This design comes from an exercise in tuning for small area on the open sky130 flow, not from production work.
Only simulation tests tie the RTL to the original design; equivalence was not proved.
Power is estimated from default activity; no workload was simulated.

--- flow/run.sh ---
#!/bin/bash
# synth_recipe.tcl (not shown) runs the flow's synth.tcl, then flattens the netlist and writes it again
# the make line also repeats each setting of config.mk as NAME=value (left out here)
make -C /OpenROAD-flow-scripts/flow DESIGN_CONFIG=/design/flow/config.mk WORK_HOME=/design/flow/orfs CLKGATE_MAP_FILE= SYNTH_SCRIPT=/design/flow/synth_recipe.tcl finish
--- flow/config.mk ---
export PLATFORM = sky130hd
export DESIGN_NAME = VGA
export DESIGN_NICKNAME = VGA
export VERILOG_FILES = /design/flow/design.v
export SDC_FILE = /design/flow/constraint.sdc
export NUM_CORES = 4
export LEC_CHECK = 0
export CAP_MARGIN = 20
export CORE_MARGIN = 2
export CORE_UTILIZATION = 40
export SLEW_MARGIN = 20
--- flow/constraint.sdc ---
create_clock -name core_clock -period 20.0 [get_ports {clk}]
set_input_delay 4.0000 -clock core_clock [delete_from_list [all_inputs] [get_ports {clk}]]
set_output_delay 4.0000 -clock core_clock [all_outputs]
set_load 0.01 [all_outputs]
--- flow/design.v ---
module VGA(clk, rst, VGA_HS, VGA_VS ,VGA_R, VGA_G, VGA_B,VGA_BLANK_N,VGA_CLOCK, player, result_in, result,  state);
	input 				clk, rst;
	input		[1:0]		state;
	input 	[1:0]  	player;
	input 	[1:0] 	result;
	input 	[17:0] 	result_in;
	output 				VGA_HS, VGA_VS;
	output 				VGA_BLANK_N, VGA_CLOCK;
	output  [7:0] 	VGA_R, VGA_G, VGA_B;
	localparam [2:0] C_Z = 3'd0, C_BG = 3'd1, C_GR = 3'd2, C_BL = 3'd3, C_RD = 3'd4, C_WH = 3'd5;
	reg			clk25M;
	reg	[9:0]	H;
	reg	[9:0]	V;
	reg			loaded;
	reg	[2:0]	code;
	function [5:0] n40;
		input [5:0] b;
		case (b)
			6'd0: n40 = 6'd41;
			6'd1: n40 = 6'd40;
			6'd2: n40 = 6'd40;
			6'd3: n40 = 6'd40;
			6'd4: n40 = 6'd40;
			6'd5: n40 = 6'd40;
			6'd6: n40 = 6'd40;
			6'd7: n40 = 6'd40;
			6'd8: n40 = 6'd40;
			6'd9: n40 = 6'd39;
			6'd10: n40 = 6'd39;
			6'd11: n40 = 6'd39;
			6'd12: n40 = 6'd39;
			6'd13: n40 = 6'd38;
			6'd14: n40 = 6'd38;
			6'd15: n40 = 6'd38;
			6'd16: n40 = 6'd37;
			6'd17: n40 = 6'd37;
			6'd18: n40 = 6'd36;
			6'd19: n40 = 6'd36;
			6'd20: n40 = 6'd35;
			6'd21: n40 = 6'd35;
			6'd22: n40 = 6'd34;
			6'd23: n40 = 6'd33;
			6'd24: n40 = 6'd33;
			6'd25: n40 = 6'd32;
			6'd26: n40 = 6'd31;
			6'd27: n40 = 6'd30;
			6'd28: n40 = 6'd29;
			6'd29: n40 = 6'd28;
			6'd30: n40 = 6'd27;
			6'd31: n40 = 6'd26;
			6'd32: n40 = 6'd25;
			6'd33: n40 = 6'd23;
			6'd34: n40 = 6'd22;
			6'd35: n40 = 6'd20;
			6'd36: n40 = 6'd18;
			6'd37: n40 = 6'd16;
			6'd38: n40 = 6'd13;
			6'd39: n40 = 6'd9;
			6'd40: n40 = 6'd1;
			default: n40 = 6'd0;
		endcase
	endfunction
	function [5:0] n30;
		input [5:0] b;
		case (b)
			6'd0: n30 = 6'd31;
			6'd1: n30 = 6'd30;
			6'd2: n30 = 6'd30;
			6'd3: n30 = 6'd30;
			6'd4: n30 = 6'd30;
			6'd5: n30 = 6'd30;
			6'd6: n30 = 6'd30;
			6'd7: n30 = 6'd30;
			6'd8: n30 = 6'd29;
			6'd9: n30 = 6'd29;
			6'd10: n30 = 6'd29;
			6'd11: n30 = 6'd28;
			6'd12: n30 = 6'd28;
			6'd13: n30 = 6'd28;
			6'd14: n30 = 6'd27;
			6'd15: n30 = 6'd26;
			6'd16: n30 = 6'd26;
			6'd17: n30 = 6'd25;
			6'd18: n30 = 6'd25;
			6'd19: n30 = 6'd24;
			6'd20: n30 = 6'd23;
			6'd21: n30 = 6'd22;
			6'd22: n30 = 6'd21;
			6'd23: n30 = 6'd20;
			6'd24: n30 = 6'd19;
			6'd25: n30 = 6'd17;
			6'd26: n30 = 6'd15;
			6'd27: n30 = 6'd14;
			6'd28: n30 = 6'd11;
			6'd29: n30 = 6'd8;
			6'd30: n30 = 6'd1;
			default: n30 = 6'd0;
		endcase
	endfunction
	function [5:0] n20;
		input [5:0] b;
		case (b)
			6'd0: n20 = 6'd21;
			6'd1: n20 = 6'd20;
			6'd2: n20 = 6'd20;
			6'd3: n20 = 6'd20;
			6'd4: n20 = 6'd20;
			6'd5: n20 = 6'd20;
			6'd6: n20 = 6'd20;
			6'd7: n20 = 6'd19;
			6'd8: n20 = 6'd19;
			6'd9: n20 = 6'd18;
			6'd10: n20 = 6'd18;
			6'd11: n20 = 6'd17;
			6'd12: n20 = 6'd17;
			6'd13: n20 = 6'd16;
			6'd14: n20 = 6'd15;
			6'd15: n20 = 6'd14;
			6'd16: n20 = 6'd13;
			6'd17: n20 = 6'd11;
			6'd18: n20 = 6'd9;
			6'd19: n20 = 6'd7;
			6'd20: n20 = 6'd1;
			default: n20 = 6'd0;
		endcase
	endfunction
	wire pix_en = ~clk25M;
	wire hend = (H == 10'd800);
	wire h0 = (H == 10'd0);
	always @(posedge clk) begin
		if (!rst) begin
			clk25M <= 1'b0;
			H <= 10'd0;
			V <= 10'd0;
			loaded <= 1'b0;
		end else begin
			clk25M <= ~clk25M;
			loaded <= 1'b1;
			if (pix_en) begin
				H <= hend ? 10'd0 : H + 10'd1;
				if (V == 10'd525) V <= 10'd0;
				else if (hend) V <= V + 10'd1;
			end
		end
	end
	assign VGA_CLOCK = ~clk25M;
	assign VGA_HS = ~(H >= 10'd16 && H <= 10'd111);
	assign VGA_VS = ~((!h0 && (V == 10'd10 || V == 10'd11)) || (h0 && (V == 10'd11 || V == 10'd12)));
	assign VGA_BLANK_N = (H >= 10'd160) && (V >= 10'd45);
	wire vline = (H >= 10'd369 && H <= 10'd379) || (H >= 10'd582 && H <= 10'd592);
	wire hline_n = (V >= 10'd200 && V <= 10'd210) || (V >= 10'd360 && V <= 10'd370);
	wire hline_0 = (V >= 10'd201 && V <= 10'd211) || (V >= 10'd361 && V <= 10'd371);
	wire hline = h0 ? hline_0 : hline_n;
	wire col0 = (H >= 10'd222 && H <= 10'd310);
	wire col1 = (H >= 10'd435 && H <= 10'd523);
	wire col2 = (H >= 10'd648 && H <= 10'd736);
	wire sring = (H >= 10'd391 && H <= 10'd471);
	wire scross = (H >= 10'd485 && H <= 10'd573);
	wire row0 = (V >= 10'd85 && V <= 10'd165);
	wire row1 = (V >= 10'd245 && V <= 10'd325);
	wire row2 = (V >= 10'd405 && V <= 10'd485);
	reg [9:0] hc;
	always @* begin
		if (state[0] == 1'b0) hc = sring ? 10'd431 : 10'd531;
		else hc = col0 ? 10'd268 : col1 ? 10'd481 : 10'd694;
	end
	wire [9:0] vc = row0 ? 10'd125 : row1 ? 10'd285 : 10'd445;
	wire [9:0] ud = H - hc;
	wire [9:0] vd = V - vc;
	wire [7:0] u = ud[7:0];
	wire [7:0] v = vd[7:0];
	wire [7:0] au = u[7] ? -u : u;
	wire [7:0] av = v[7] ? -v : v;
	wire [5:0] a = au[5:0];
	wire [5:0] b = av[5:0];
	wire in_o = (au[7:6] == 2'b00) && (a < n40(b));
	wire in_i30 = (a < n30(b));
	wire in_i20 = (a < n20(b));
	wire [6:0] d = {1'b0, a} - {1'b0, b};
	wire [6:0] ad = d[6] ? -d : d;
	wire vbox = (av <= 8'd39);
	wire ubox = u[7] ? (au <= 8'd46) : (au <= 8'd42);
	wire cr5 = vbox && ubox && (ad <= 7'd5);
	wire cr15 = vbox && ubox && (ad <= 7'd15);
	reg [1:0] cellv;
	always @* begin
		case ({row2, row1, row0, col2, col1, col0})
			6'b001001: cellv = result_in[1:0];
			6'b001010: cellv = result_in[3:2];
			6'b001100: cellv = result_in[5:4];
			6'b010001: cellv = result_in[7:6];
			6'b010010: cellv = result_in[9:8];
			6'b010100: cellv = result_in[11:10];
			6'b100001: cellv = result_in[13:12];
			6'b100010: cellv = result_in[15:14];
			6'b100100: cellv = result_in[17:16];
			default: cellv = 2'b00;
		endcase
	end
	reg [2:0] nxt;
	always @* begin
		nxt = code;
		if (state == 2'd0) begin
			nxt = C_BG;
			if (row1 && sring && in_o && !in_i20) nxt = loaded ? C_WH : C_Z;
			if (row1 && scross && cr15) nxt = loaded ? C_WH : C_Z;
		end else if (state == 2'd1) begin
			if (vline || hline) nxt = loaded ? C_GR : C_Z;
			else nxt = loaded ? C_WH : C_Z;
			if (cellv == 2'b01 && in_o && !in_i30) nxt = loaded ? C_BL : C_Z;
			if (cellv == 2'b10 && cr5) nxt = loaded ? C_RD : C_Z;
		end else if (state == 2'd2) begin
			if (result == 2'b01) nxt = loaded ? C_BL : C_Z;
			else if (result == 2'b10) nxt = loaded ? C_RD : C_Z;
			else if (result == 2'b00) nxt = loaded ? C_GR : C_Z;
		end
	end
	always @(posedge clk) begin
		if (!rst) code <= C_Z;
		else if (pix_en) code <= nxt;
	end
	reg [23:0] rgb;
	always @* begin
		case (code)
			C_BG: rgb = 24'h64A682;
			C_GR: rgb = 24'hCACACA;
			C_BL: rgb = 24'h2E77AE;
			C_RD: rgb = 24'hCA1F3D;
			C_WH: rgb = 24'hFFFFFF;
			default: rgb = 24'h000000;
		endcase
	end
	assign {VGA_R, VGA_G, VGA_B} = rgb;
endmodule
==> notes.md <==
-- final cells by class --
cell class	count	area, µm²	share of cell area, %
clock buffer	3	75.1	1.45
clock inverter	1	5.00	0.0969
inverter	35	136	2.64
multi-input combinational	554	3740	72.5
sequential	25	500	9.69
tap	143	179	3.46
timing repair buffer	53	526	10.2
-- state kept, by name, summed over array words and instances, names as in the netlist --
name    count
code        3
loaded      1
V          10
clk25M      1
H          10
-- report_power, final --
part / switching (mW) / internal (mW) / total, mW
Combinational: 0.0516 / 0.0427 / 0.0943
Sequential: 0.00357 / 0.0512 / 0.0547
Clock: 0.0186 / 0.0270 / 0.0456
-- per-stage QoR --
stage                     hold slack [ns]  utilization [%]
after global placement              0.510             44.9
after global routing                0.555             45.6
after detailed placement            0.522             44.9
after CTS                           0.531             45.6
after floorplan                     0.476                -
final                               0.528             45.6
-- cells by family after synthesis --
logic type / count (synthesis) / synth area share [%]
buffers and inverters: 77 / 7.85
flip-flops: 25 / 10.9
adder cells (fa/ha/maj): 54 / 14.9
AO/OA/AOI/OAI: 190 / 28.1
XOR/XNOR: 40 / 7.77
AND/OR/NAND/NOR: 262 / 28.7
multiplexers: 8 / 1.77
-- worst reg2reg max path, delay by kind of cell, from the launching register on --
family          cells  cell delay [ns]
compound gates     11             2.21
xor+xnor            1             0.25
flops               1             0.70
fa+ha+maj           3             1.19
simple gates        8             2.20
mux                 1             0.12
buf+inv             3             0.76
-- Yosys cell counts, types with 3 or more instances --
master	count	area, µm²
sky130_fd_sc_hd__or3_1	8	50.1
sky130_fd_sc_hd__a31oi_1	9	56.3
sky130_fd_sc_hd__o31a_1	3	26.3
sky130_fd_sc_hd__nor3_1	14	70.1
sky130_fd_sc_hd__mux2i_1	7	70.1
sky130_fd_sc_hd__and2_1	3	18.8
sky130_fd_sc_hd__o22ai_1	6	37.5
sky130_fd_sc_hd__buf_4	14	105
sky130_fd_sc_hd__nand2_1	76	285
sky130_fd_sc_hd__o21ai_0	44	220
sky130_fd_sc_hd__buf_2	6	30.0
sky130_fd_sc_hd__a21oi_1	38	190
sky130_fd_sc_hd__nand4b_1	3	26.3
sky130_fd_sc_hd__o21ai_1	3	15.0
sky130_fd_sc_hd__dfxtp_1	25	500
sky130_fd_sc_hd__a21o_1	7	52.6
sky130_fd_sc_hd__xnor2_1	21	184
sky130_fd_sc_hd__inv_2	4	15.0
sky130_fd_sc_hd__o31ai_1	8	60.1
sky130_fd_sc_hd__nand2b_1	13	81.3
sky130_fd_sc_hd__ha_1	51	638
sky130_fd_sc_hd__or2_2	4	25.0
sky130_fd_sc_hd__or4_1	4	30.0
sky130_fd_sc_hd__a222oi_1	3	30.0
sky130_fd_sc_hd__a311oi_1	4	35.0
sky130_fd_sc_hd__xor2_1	18	158
sky130_fd_sc_hd__nor2_1	63	236
sky130_fd_sc_hd__nand3_1	20	100
sky130_fd_sc_hd__nor4_1	10	62.6
sky130_fd_sc_hd__a2111oi_0	6	52.6
sky130_fd_sc_hd__and3_1	8	50.1
sky130_fd_sc_hd__inv_1	30	113
sky130_fd_sc_hd__clkbuf_1	20	75.1
sky130_fd_sc_hd__a22o_1	6	52.6
sky130_fd_sc_hd__a21boi_0	3	22.5
sky130_fd_sc_hd__o211ai_1	10	75.1
sky130_fd_sc_hd__nor2b_1	9	56.3
sky130_fd_sc_hd__nand4_1	10	62.6
sky130_fd_sc_hd__o21a_1	6	45.0
sky130_fd_sc_hd__a211oi_1	8	60.1
-- routing by layer --
metal / wire, µm / part of all wire, %
met5: 0 / 0
met4: 206 / 1.5
met3: 837 / 6.3
met2: 6410 / 48
met1: 5920 / 44
-- layout by cell type, fill, tap and decap left out, types with 10 or more instances in the layout --
| cell type | count |
|---|---|
| sky130_fd_sc_hd__o211ai_1 | 10 |
| sky130_fd_sc_hd__o21ai_0 | 44 |
| sky130_fd_sc_hd__nor2_1 | 63 |
| sky130_fd_sc_hd__nand4_1 | 10 |
| sky130_fd_sc_hd__nand3_1 | 20 |
| sky130_fd_sc_hd__ha_1 | 51 |
| sky130_fd_sc_hd__nor4_1 | 10 |
| sky130_fd_sc_hd__dfxtp_1 | 25 |
| sky130_fd_sc_hd__clkdlybuf4s50_1 | 51 |
| sky130_fd_sc_hd__nand2b_1 | 13 |
| sky130_fd_sc_hd__a21oi_1 | 38 |
| sky130_fd_sc_hd__nor3_1 | 14 |
| sky130_fd_sc_hd__inv_1 | 30 |
| sky130_fd_sc_hd__nand2_1 | 76 |
| sky130_fd_sc_hd__xor2_1 | 18 |
| sky130_fd_sc_hd__xnor2_1 | 21 |
-- path summary, 6_finish.rpt --
path         cells past startpoint  slack (ns)              start                    to
min                              1        0.53  clk25M$_SDFF_PN0_     clk25M$_SDFF_PN0_
max reg2reg                     27       12.43  V[0]$_SDFFE_PN0P_  code[0]$_SDFFE_PN0P_
max                             25       10.17           state[0]  code[0]$_SDFFE_PN0P_
min reg2reg                      1        0.53  clk25M$_SDFF_PN0_     clk25M$_SDFF_PN0_
==> flow_results.xml <==
<?xml version="1.0" encoding="UTF-8"?>
<metrics>
  <group name="run_status">
    <metric name="status" unit="">complete, no violations</metric>
  </group>
  <group name="floorplanning">
    <metric name="die-width" unit="µm">111</metric>
    <metric name="die_y" unit="µm">111</metric>
    <metric name="io_pins" unit="">54</metric>
    <metric name="initial_core_util" unit="%">40.7</metric>
    <metric name="floorplan.core_area" unit="µm²">11300</metric>
    <metric name="floorplan.rows" unit="">39</metric>
    <metric name="design.die.area" unit="µm²">12400</metric>
  </group>
  <group name="synthesis">
    <metric name="number_of_flip_flops_and_latches_in_the_synthesized_netlist" unit="">25</metric>
    <metric name="synth_cells" unit="">656</metric>
    <metric name="post_synth_instance_area" unit="µm²">4610</metric>
    <metric name="avgSynthCellArea" unit="µm²">7.02</metric>
    <metric name="synthesis.yosys.warnings" unit="">1</metric>
    <metric name="ffs_w_async_s_r_synth" unit="%">0</metric>
    <metric name="synth_ff_type" unit="">sky130_fd_sc_hd__dfxtp_1</metric>
    <metric name="synth-edff-count" unit="">0</metric>
    <metric name="synth.yosys.seq_area_share" unit="%">10.9</metric>
    <metric name="synth_fp_nets" unit="">735</metric>
    <metric name="synth_cell_type_count" unit="">85</metric>
  </group>
  <group name="cts">
    <metric name="cts_tree" unit="">done</metric>
    <metric name="cts_setup_buffers" unit="">0</metric>
    <metric name="cts-htree-levels" unit="">1</metric>
    <metric name="clkLatencyLatePin" unit="ns">0.26</metric>
    <metric name="clock_sinks" unit="">25</metric>
    <metric name="clock_pin_slew_on_the_worst_setup_and_hold_paths" unit="ns">0.07</metric>
    <metric name="clock_buffer_count_from_cts" unit="">3</metric>
    <metric name="number_of_hold_repair_buffers_added_at_the_cts_stage" unit="">0</metric>
    <metric name="cts_buffer_depth" unit="">2</metric>
    <metric name="ctsRootBufferMaster" unit="">sky130_fd_sc_hd__clkbuf_16</metric>
    <metric name="post_cts.resized_instances" unit="">0</metric>
  </group>
  <group name="layout">
    <metric name="final_cell_count_no_fill" unit="">814</metric>
    <metric name="layout-area-overhead-vs-synth" unit="%">12.1</metric>
    <metric name="final_layout_size_suffix_gt1_share" unit="%">4.77</metric>
    <metric name="diodes" unit="">0</metric>
    <metric name="layout.nets" unit="">751</metric>
    <metric name="postLayoutCellArea" unit="µm²">5160</metric>
    <metric name="fill_cells" unit="">1180</metric>
  </group>
  <group name="global_route">
    <metric name="grt_util_met3" unit="%">2.08</metric>
    <metric name="grt_use_total" unit="%">21.2</metric>
    <metric name="met2_usage" unit="%">38.0</metric>
    <metric name="antenna_found_initial" unit="">0</metric>
    <metric name="grt_most_used_layer" unit="">met2</metric>
    <metric name="grt_pass1_vias" unit="">4655</metric>
    <metric name="grt_util_met1" unit="%">27.9</metric>
    <metric name="first_pass_grt_wire_length" unit="µm">22500</metric>
    <metric name="gr-total-overflow" unit="">0</metric>
    <metric name="grt_max_degree" unit="">17</metric>
  </group>
  <group name="routing">
    <metric name="route.detailed.vias_per_inst" unit="">6.10</metric>
    <metric name="totalWireLength" unit="µm">13400</metric>
    <metric name="routedWlPerCell" unit="µm">16.4</metric>
    <metric name="detail_route.drc_violations" unit="">0</metric>
    <metric name="drt-initial-drc-count" unit="">437</metric>
    <metric name="drt-pass1-iter-count" unit="">5</metric>
    <metric name="dr_total_vias" unit="">4963</metric>
    <metric name="postRouteAntennaNets" unit="">0</metric>
  </group>
  <group name="placed_design">
    <metric name="finalWeightedCongestion" unit="">0.904</metric>
    <metric name="placedInstanceArea" unit="µm²">5080</metric>
    <metric name="post-place-ws" unit="ns">9.95</metric>
    <metric name="dp.cells" unit="">810</metric>
    <metric name="numPortBuffers" unit="">51</metric>
    <metric name="dp_hpwl" unit="µm">10500</metric>
  </group>
  <group name="timing">
    <metric name="grt_setup_unrepaired" unit="">no</metric>
    <metric name="maxSlewHeadroom" unit="%">43.6</metric>
    <metric name="clock.fmax" unit="GHz">0.102</metric>
    <metric name="clock-skew-final" unit="ns">0.00830</metric>
    <metric name="final-max-slew-violation-count" unit="">0</metric>
    <metric name="final_setup_tns" unit="ns">0</metric>
    <metric name="fin_crit_sh" unit="%">49.2</metric>
    <metric name="setup_viol" unit="">0</metric>
    <metric name="timing_worst_slew_pin_value" unit="ns">0.846</metric>
    <metric name="timing.final.hold_violations" unit="">0</metric>
    <metric name="fin_crit" unit="ns">9.83</metric>
    <metric name="timing.final.ws_setup" unit="ns">10.17</metric>
  </group>
  <group name="pwr">
    <metric name="total_chip_power" unit="mW">0.195</metric>
    <metric name="pwr_density_cell" unit="nW/µm²">37.7</metric>
    <metric name="leakage" unit="nW">1.98</metric>
    <metric name="peakVddDrop" unit="µV">33.7</metric>
  </group>
  <group name="worst_setup_path">
    <metric name="cpLargestDelayFamily" unit="">simple AND/OR/NAND/NOR gates</metric>
    <metric name="critical_path_buf_inv_count" unit="">3</metric>
    <metric name="critical_path_peak_fanout" unit="">11</metric>
    <metric name="worstSetupEndpointType" unit="">flop</metric>
    <metric name="timing.critical_path.slowest_cell_delay" unit="ns">0.68</metric>
    <metric name="crit_path_top_delay_cell" unit="">sky130_fd_sc_hd__xor2_1</metric>
    <metric name="crit_required" unit="ns">20.14</metric>
    <metric name="cp_data_arrival_time" unit="ns">9.97</metric>
    <metric name="launching_element_type_of_the_critical_path" unit="">input pin</metric>
    <metric name="worst-setup-path-type" unit="">input pin to flop</metric>
  </group>
  <group name="worst_hold_path">
    <metric name="hold_path_class" unit="">flop to flop</metric>
  </group>
  <group name="flow_run">
    <metric name="drv.max_cap_violation_count" unit="">0</metric>
  </group>
</metrics>

afterwards: timing with drivers on the ports:
No port has a modelled driver above. Below, the same layout with a new extraction and two added sets of constraints.
Step 1 assumes that a clkbuf_16 drives the clock port and a buf_2 every other input.
Step 2 also shifts input and output timing later by t, the mid clock arrival at the registers, as if the neighbouring blocks saw the same clock.
Slacks: no drivers / after step 1 / after step 2; pairs: no drivers / after step 1.
t, ns: 0.290
setup WS [ns]: 10.168 / 10.154 / 9.864
worst slew at a driven data input, ns: 0.06
cell pins on the clock port's net: 1
After both steps setup and hold are still met in this run. For this run, drivers alone change the setup slack by -0.014 ns; drivers and shift together by -0.304 ns.
